Context: an optimization exercise on an open-source flow, tuned for small area. The choices shown serve that exercise and are no tape-out recipe. In this exercise RTL edits were held to simulation tests only and were not proved equivalent to the original. The flow treats the clock pin as an ideal source. Dropping or thinning the clock tree relies on that and would not hold on a real chip. Power and IR drop assume default switching activity.

==> flow/design.v (excerpt) <==
module elevator(
	input [63:0] requested_floor,
	input [63:0] destination_floor_elevator1,
	input [63:0] destination_floor_elevator2,
	input [63:0] current_floor_elevator1,
	input [63:0] current_floor_elevator2,
	input clk,
	input reset_elevator1,
	input in_emergency_elevator1,
	input reset_elevator2,
	input in_emergency_elevator2,
	output reg [1:0] direction_elevator1,
	output reg [1:0] direction_elevator2,
	output reg request_taken,
	output reg elevator1_status,
	output reg elevator2_status,
	output arrived_elevator1,
	output arrived_elevator2,
	output reg emergency_signal_elevator1,
	output reg emergency_signal_elevator2,
	output [63:0] current_floor_output_elevator1,
	output [63:0] current_floor_output_elevator2,
	output [63:0] final_floor_elevator1,
	output [63:0] final_floor_elevator2
	);
function [5:0] enc;
	input [63:0] x;
	reg [7:0] row, col;
	integer i;
	begin
		for (i = 0; i < 8; i = i + 1) begin
			row[i] = |x[8*i +: 8];
			col[i] = x[i] | x[8+i] | x[16+i] | x[24+i] | x[32+i] | x[40+i] | x[48+i] | x[56+i];
		end
		enc[0] = col[1] | col[3] | col[5] | col[7];
		enc[1] = col[2] | col[3] | col[6] | col[7];
		enc[2] = col[4] | col[5] | col[6] | col[7];
		enc[3] = row[1] | row[3] | row[5] | row[7];
		enc[4] = row[2] | row[3] | row[6] | row[7];
		enc[5] = row[4] | row[5] | row[6] | row[7];
	end
endfunction
function [63:0] dec;
	input [5:0] k;
	reg [7:0] row, col;
	integer i;
	begin
		row = 8'd1 << k[5:3];
		col = 8'd1 << k[2:0];
		for (i = 0; i < 64; i = i + 1)
			dec[i] = row[i / 8] & col[i % 8];
	end
endfunction
function [5:0] step;
	input [5:0] c;
	input up, dn;
	reg u, d;
	integer i;
	begin
		u = up;
		d = dn;
		for (i = 0; i < 6; i = i + 1) begin
			step[i] = c[i] ^ (u | d);
			u = u & c[i];
			d = d & !c[i];
		end
	end
endfunction
reg [5:0] cur1, cur2, fin1, fin2;
assign current_floor_output_elevator1 = dec(cur1);
assign current_floor_output_elevator2 = dec(cur2);
assign final_floor_elevator1 = dec(fin1);
assign final_floor_elevator2 = dec(fin2);
wire [5:0] req = enc(requested_floor);
wire [5:0] dst1 = enc(destination_floor_elevator1);
wire [5:0] dst2 = enc(destination_floor_elevator2);
wire [5:0] ld1 = enc(current_floor_elevator1);
wire [5:0] ld2 = enc(current_floor_elevator2);
  ...
Size in the first run: about 800 cells after synthesis, roughly 33 flip-flops, roughly 590 I/O pins, roughly 0.0044 sq mm of cells after synthesis.
==> flow/config.mk <==
export PLATFORM = sky130hd
export DESIGN_NAME = elevator
export DESIGN_NICKNAME = elevator
export VERILOG_FILES = /design/flow/design.v
export SDC_FILE = /design/flow/constraint.sdc
export NUM_CORES = 4
export LEC_CHECK = 0
export CAP_MARGIN = 0
export CORE_AREA = 10 10 210 210
export DIE_AREA = 0 0 220 220
export GPL_TIMING_DRIVEN = 0
export SLEW_MARGIN = 0
==> flow/constraint.sdc <==
create_clock -name core_clock -period 10.0 [get_ports {clk}]
set_input_delay 2.0000 -clock core_clock [delete_from_list [all_inputs] [get_ports {clk}]]
set_output_delay 2.0000 -clock core_clock [all_outputs]
set_load 0.01 [all_outputs]
standard.sh (not shown) runs the stock make flow with config.mk's settings and CLKGATE_MAP_FILE= SYNTH_SCRIPT=/design/flow/synth_recipe.tcl, a recipe that flattens the netlist after the stock synthesis.
==> flow/flow/run.sh <==
#!/bin/bash
# The standard ORFS layout, with an area-oriented synthesis (flow/synth.tcl), the
# smallest buffer cell for the port buffers and a one-level clock tree of three buffers (flow/cts.tcl).
# Full tool output: standard_flow.log and orfs/logs/.
set -euo pipefail
export MY_WORK=$(pwd)
export MY_ABC_SCRIPT=$MY_WORK/flow/area.script
export BUFFER_PORTS_ARGS="-buffer_cell sky130_fd_sc_hd__buf_1"
export PRE_CTS_TCL=$MY_WORK/flow/cts.tcl
export MY_CLOCK_PORT=clk
export MY_CLOCK_BUF=sky130_fd_sc_hd__clkbuf_16
export MY_CLOCK_GROUPS=1
export MY_CLOCK_SHRINK=0.3
bash standard.sh SYNTH_SCRIPT=$MY_WORK/flow/synth.tcl finish > standard_flow.log 2>&1
==> flow/flow/area.script <==
strash
&get -n
&fraig -x
&put
scorr
dc2
strash
dch -f
amap -F 20 -A 40 -C 5000 -x
==> flow/flow/cts.tcl <==
# Sourced before ORFS's CTS step (PRE_CTS_TCL). The design has a few dozen flip-flops, so the
# clock tree is one level of clock buffers: this replaces clock_tree_synthesis with a step that
# splits the clock pins into MY_CLOCK_GROUPS groups by position (k-means), and gives each group
# its own buffer, placed at the group's centroid and fed by the clock port (detailed placement
# then legalises the buffers).
proc clock_tree_synthesis {args} {
  set block [ord::get_db_block]
  set clk [$block findNet $::env(MY_CLOCK_PORT)]
  set master [[ord::get_db] findMaster $::env(MY_CLOCK_BUF)]
  set k $::env(MY_CLOCK_GROUPS)
  set pins {}
  set xs {}
  set ys {}
  foreach it [$clk getITerms] {
    set loc [[$it getInst] getLocation]
    lappend pins $it
    lappend xs [lindex $loc 0]
    lappend ys [lindex $loc 1]
  }
  set n [llength $pins]
  # draw the flip-flops towards their common centroid by MY_CLOCK_SHRINK (1 leaves them where
  # global placement put them); detailed placement legalises them afterwards
  if {[info exists ::env(MY_CLOCK_SHRINK)]} {
    set s $::env(MY_CLOCK_SHRINK)
    set mx 0.0; set my 0.0
    foreach x $xs { set mx [expr {$mx + $x}] }
    foreach y $ys { set my [expr {$my + $y}] }
    set mx [expr {$mx / $n}]; set my [expr {$my / $n}]
    for {set i 0} {$i < $n} {incr i} {
      set nx [expr {int($mx + $s * ([lindex $xs $i] - $mx))}]
      set ny [expr {int($my + $s * ([lindex $ys $i] - $my))}]
      [[lindex $pins $i] getInst] setLocation $nx $ny
      lset xs $i $nx
      lset ys $i $ny
    }
  }
  # initial centres: pins spread through the list sorted by x
  set order [lsort -integer -indices $xs]
  set cx {}
  set cy {}
  for {set j 0} {$j < $k} {incr j} {
    set i [lindex $order [expr {($j * $n + $n / 2) / $k}]]
    lappend cx [lindex $xs $i]
    lappend cy [lindex $ys $i]
  }
  for {set iter 0} {$iter < 50} {incr iter} {
    set grp {}
    for {set i 0} {$i < $n} {incr i} {
      set best 0
      set bd -1
      for {set j 0} {$j < $k} {incr j} {
        set d [expr {abs([lindex $xs $i] - [lindex $cx $j]) + abs([lindex $ys $i] - [lindex $cy $j])}]
        if {$bd < 0 || $d < $bd} { set bd $d; set best $j }
      }
      lappend grp $best
    }
    for {set j 0} {$j < $k} {incr j} {
      set sx 0; set sy 0; set m 0
      for {set i 0} {$i < $n} {incr i} {
        if {[lindex $grp $i] == $j} { incr sx [lindex $xs $i]; incr sy [lindex $ys $i]; incr m }
      }
      if {$m > 0} { lset cx $j [expr {$sx / $m}]; lset cy $j [expr {$sy / $m}] }
    }
  }
  for {set j 0} {$j < $k} {incr j} {
    set buf [odb::dbInst_create $block $master clkbuf_leaf_$j]
    set net [odb::dbNet_create $block clknet_leaf_$j]
    $net setSigType CLOCK
    set m 0
    for {set i 0} {$i < $n} {incr i} {
      if {[lindex $grp $i] == $j} {
        set it [lindex $pins $i]
        $it disconnect
        $it connect $net
        incr m
      }
    }
    [$buf findITerm A] connect $clk
    [$buf findITerm X] connect $net
    $buf setLocation [lindex $cx $j] [lindex $cy $j]
    $buf setPlacementStatus PLACED
    puts "Clock buffer $j ($::env(MY_CLOCK_BUF)) drives $m clock pins"
  }
}
Other scripts of this flow, unchanged in this note and not shown: flow/flow/synth.tcl
The first run produced a clean layout.
Then changed:
--- a/flow/flow/run.sh
+++ b/flow/flow/run.sh
@@ -11,3 +11,2 @@
-export MY_CLOCK_BUF=sky130_fd_sc_hd__clkbuf_16
-export MY_CLOCK_GROUPS=1
-export MY_CLOCK_SHRINK=0.3
+export MY_CLOCK_BUF=sky130_fd_sc_hd__clkbuf_8
+export MY_CLOCK_GROUPS=3
--- a/flow/flow/cts.tcl
+++ b/flow/flow/cts.tcl
@@ -21,16 +20,0 @@
-  # draw the flip-flops towards their common centroid by MY_CLOCK_SHRINK (1 leaves them where
-  # global placement put them); detailed placement legalises them afterwards
-  if {[info exists ::env(MY_CLOCK_SHRINK)]} {
-    set s $::env(MY_CLOCK_SHRINK)
-    set mx 0.0; set my 0.0
-    foreach x $xs { set mx [expr {$mx + $x}] }
-    foreach y $ys { set my [expr {$my + $y}] }
-    set mx [expr {$mx / $n}]; set my [expr {$my / $n}]
-    for {set i 0} {$i < $n} {incr i} {
-      set nx [expr {int($mx + $s * ([lindex $xs $i] - $mx))}]
-      set ny [expr {int($my + $s * ([lindex $ys $i] - $my))}]
-      [[lindex $pins $i] getInst] setLocation $nx $ny
-      lset xs $i $nx
-      lset ys $i $ny
-    }
-  }
What happened: Design area hardly moves; register-to-register slack improves by 230 ps; wire length shrinks by about 5%; clock power climbs by 35%; final cell count stays flat.
Then changed:
==> flow/flow/area.script (replaced) <==
strash
&get -n
&fraig -x
&put
scorr
dc2
strash
dch -f
amap -F 20 -A 40 -C 5000
Settings changed: CAP_MARGIN 0 to 20, SLEW_MARGIN 0 to 20.
=> The changed run finished with timing, DRC and antenna clean. Design area increases by 0.60%. Synthesized cell count stays the same. Die area is unchanged. Utilization is higher by 0.11 points. Total power came out higher by 3.0%. Sequential cell count stays the same. Cell count is about the same. Global-route usage fell by 0.59 points. Clock power increases by 6.0%. Register-to-register slack is better by 20 ps. Setup slack improves by 110 ps.
No run of this note takes its clock network from TritonCTS; it comes from the design's own scripts or RTL.

## old
Starting RTL as in the previous note.
clock: 10.0 ns
lec_check: 0
cap_margin: 0
core_area: 10 10 210 210
die_area: 0 0 220 220
gpl_timing_driven: 0
slew_margin: 0
==> flow/flow/run.sh <==
#!/bin/bash
# The standard ORFS layout, with an area-oriented synthesis (flow/synth.tcl), the
# smallest buffer cell for the port buffers and a one-buffer clock tree (flow/cts.tcl).
# Full tool output: standard_flow.log and orfs/logs/.
set -euo pipefail
export MY_WORK=$(pwd)
export MY_ABC_SCRIPT=$MY_WORK/flow/area.script
export BUFFER_PORTS_ARGS="-buffer_cell sky130_fd_sc_hd__buf_1"
export PRE_CTS_TCL=$MY_WORK/flow/cts.tcl
export MY_CLOCK_PORT=clk
export MY_CLOCK_BUF=sky130_fd_sc_hd__clkbuf_16
export MY_CLOCK_GROUPS=1
export MY_CLOCK_SHRINK=0.3
bash standard.sh SYNTH_SCRIPT=$MY_WORK/flow/synth.tcl finish > standard_flow.log 2>&1
==> flow/flow/area.script <==
strash
&get -n
&fraig -x
&put
scorr
dc2
strash
dch -f
amap -F 20 -A 40 -C 5000 -x
==> flow/flow/cts.tcl <==
# Sourced before ORFS's CTS step (PRE_CTS_TCL). The design has a few dozen flip-flops, so the
# clock tree is one level of clock buffers: this replaces clock_tree_synthesis with a step that
# (optionally) draws the flip-flops closer together, splits the clock pins into MY_CLOCK_GROUPS
# groups by position (k-means), and gives each group its own buffer, placed at the group's
# centroid and fed by the clock port (detailed placement then legalises the cells).
proc clock_tree_synthesis {args} {
  set block [ord::get_db_block]
  set clk [$block findNet $::env(MY_CLOCK_PORT)]
  set master [[ord::get_db] findMaster $::env(MY_CLOCK_BUF)]
  set k $::env(MY_CLOCK_GROUPS)
  set pins {}
  set xs {}
  set ys {}
  foreach it [$clk getITerms] {
    set loc [[$it getInst] getLocation]
    lappend pins $it
    lappend xs [lindex $loc 0]
    lappend ys [lindex $loc 1]
  }
  set n [llength $pins]
  # draw the flip-flops towards their common centroid by MY_CLOCK_SHRINK (1 leaves them where
  # global placement put them); detailed placement legalises them afterwards
  if {[info exists ::env(MY_CLOCK_SHRINK)]} {
    set s $::env(MY_CLOCK_SHRINK)
    set mx 0.0; set my 0.0
    foreach x $xs { set mx [expr {$mx + $x}] }
    foreach y $ys { set my [expr {$my + $y}] }
    set mx [expr {$mx / $n}]; set my [expr {$my / $n}]
    for {set i 0} {$i < $n} {incr i} {
      set nx [expr {int($mx + $s * ([lindex $xs $i] - $mx))}]
      set ny [expr {int($my + $s * ([lindex $ys $i] - $my))}]
      [[lindex $pins $i] getInst] setLocation $nx $ny
      lset xs $i $nx
      lset ys $i $ny
    }
  }
  # initial centres: pins spread through the list sorted by x
  set order [lsort -integer -indices $xs]
  set cx {}
  set cy {}
  for {set j 0} {$j < $k} {incr j} {
    set i [lindex $order [expr {($j * $n + $n / 2) / $k}]]
    lappend cx [lindex $xs $i]
    lappend cy [lindex $ys $i]
  }
  for {set iter 0} {$iter < 50} {incr iter} {
    set grp {}
    for {set i 0} {$i < $n} {incr i} {
      set best 0
      set bd -1
      for {set j 0} {$j < $k} {incr j} {
        set d [expr {abs([lindex $xs $i] - [lindex $cx $j]) + abs([lindex $ys $i] - [lindex $cy $j])}]
        if {$bd < 0 || $d < $bd} { set bd $d; set best $j }
      }
      lappend grp $best
    }
    for {set j 0} {$j < $k} {incr j} {
      set sx 0; set sy 0; set m 0
      for {set i 0} {$i < $n} {incr i} {
        if {[lindex $grp $i] == $j} { incr sx [lindex $xs $i]; incr sy [lindex $ys $i]; incr m }
      }
      if {$m > 0} { lset cx $j [expr {$sx / $m}]; lset cy $j [expr {$sy / $m}] }
    }
  }
  for {set j 0} {$j < $k} {incr j} {
    set buf [odb::dbInst_create $block $master clkbuf_leaf_$j]
    set net [odb::dbNet_create $block clknet_leaf_$j]
    $net setSigType CLOCK
    set m 0
    for {set i 0} {$i < $n} {incr i} {
      if {[lindex $grp $i] == $j} {
        set it [lindex $pins $i]
        $it disconnect
        $it connect $net
        incr m
      }
    }
    [$buf findITerm A] connect $clk
    [$buf findITerm X] connect $net
    $buf setLocation [lindex $cx $j] [lindex $cy $j]
    $buf setPlacementStatus PLACED
    puts "Clock buffer $j ($::env(MY_CLOCK_BUF)) drives $m clock pins"
  }
}
Other scripts of this flow, unchanged in this note and not shown: flow/flow/synth.tcl
old ran to completion and came out clean on the timing, design-rule and antenna checks.
> inputs changed (old -> new)
-- flow/flow/run.sh --
<<< old, line 3
# smallest buffer cell for the port buffers and a one-buffer clock tree (flow/cts.tcl).
>>> new, line 3
# smallest buffer cell for the port buffers and a one-level clock tree of three buffers (flow/cts.tcl).
<<< old, line 11
export MY_CLOCK_BUF=sky130_fd_sc_hd__clkbuf_16
export MY_CLOCK_GROUPS=1
export MY_CLOCK_SHRINK=0.3
>>> new, line 11
export MY_CLOCK_BUF=sky130_fd_sc_hd__clkbuf_8
export MY_CLOCK_GROUPS=3
-- flow/flow/area.script --
<<< old, line 9
amap -F 20 -A 40 -C 5000 -x
>>> new, line 9
amap -F 20 -A 40 -C 5000
-- flow/flow/cts.tcl --
<<< old, line 3
# (optionally) draws the flip-flops closer together, splits the clock pins into MY_CLOCK_GROUPS
# groups by position (k-means), and gives each group its own buffer, placed at the group's
# centroid and fed by the clock port (detailed placement then legalises the cells).
>>> new, line 3
# splits the clock pins into MY_CLOCK_GROUPS groups by position (k-means), and gives each group
# its own buffer, placed at the group's centroid and fed by the clock port (detailed placement
# then legalises the buffers).
<<< old, line 21
  # draw the flip-flops towards their common centroid by MY_CLOCK_SHRINK (1 leaves them where
  # global placement put them); detailed placement legalises them afterwards
  if {[info exists ::env(MY_CLOCK_SHRINK)]} {
    set s $::env(MY_CLOCK_SHRINK)
    set mx 0.0; set my 0.0
    foreach x $xs { set mx [expr {$mx + $x}] }
    foreach y $ys { set my [expr {$my + $y}] }
    set mx [expr {$mx / $n}]; set my [expr {$my / $n}]
    for {set i 0} {$i < $n} {incr i} {
      set nx [expr {int($mx + $s * ([lindex $xs $i] - $mx))}]
      set ny [expr {int($my + $s * ([lindex $ys $i] - $my))}]
      [[lindex $pins $i] getInst] setLocation $nx $ny
      lset xs $i $nx
      lset ys $i $ny
    }
  }
>>> new, line 21
Notes after the runs:
Going from old to new, the placed wire-length estimate was found to have gone down by about 1.9%.
new reports a higher setup slack than old does.
Changes observed in new relative to old: global-route usage decreased by 1.5 points relative to the old numbers, clock period minus final worst setup slack now sits lower.
Share of power burned in the clock network came out higher on new than on old.
Diff new..old | total global routing overflow | unchanged
Total power: new above old
old ended up with requested_floor[13] as its critical path launch point; new ended up with requested_floor[45].
In the reports for old and new, the larger fraction of the cycle the final worst path needs belongs to old.
Wire length of the first global-routing pass (higher): old
old -> new: final standard cell count with taps included and fillers excluded flat
Re portion of total power attributed to combinational logic: new is 1.0 points down on old.
In every run of this note, the design's own scripts or RTL, not TritonCTS, make the clock network.

static timing again, ports no longer ideal:
How much do the figures lean on ideal ports? The routed layouts below were timed once more, with nothing changed but the port constraints.
Step 1 (the two cells are an assumption about what drives the block):
set clk [get_ports {clk}]
set_driving_cell -lib_cell sky130_fd_sc_hd__clkbuf_16 $clk
set_driving_cell -lib_cell sky130_fd_sc_hd__buf_2 [delete_from_list [all_inputs] $clk]
Step 2, shift: input delay + t, output delay - t, t = (earliest + latest rising clock arrival at the registers) / 2. This alone moves slack from input paths to output paths.
Slacks: ideal / step 1 / step 2; pairs: ideal / step 1.
run | t (ns) | setup WS [ns] | worst register clock-pin slew, ns | worst slew at a driven data input, ns
the first run of note 1 | 0.200 | 1.236 / 1.244 / 1.044 | 0.10 / 0.10 | 0.08
the second run of note 1 | 0.200 | 1.396 / 1.430 / 1.230 | 0.09 / 0.09 | 0.08
the third run of note 1 | 0.198 | 1.509 / 1.534 / 1.336 | 0.09 / 0.09 | 0.07
old | 0.200 | 1.236 / 1.244 / 1.044 | 0.10 / 0.10 | 0.08
new | 0.199 | 1.528 / 1.550 / 1.352 | 0.09 / 0.09 | 0.07
After both steps setup and hold are still met in every run listed.
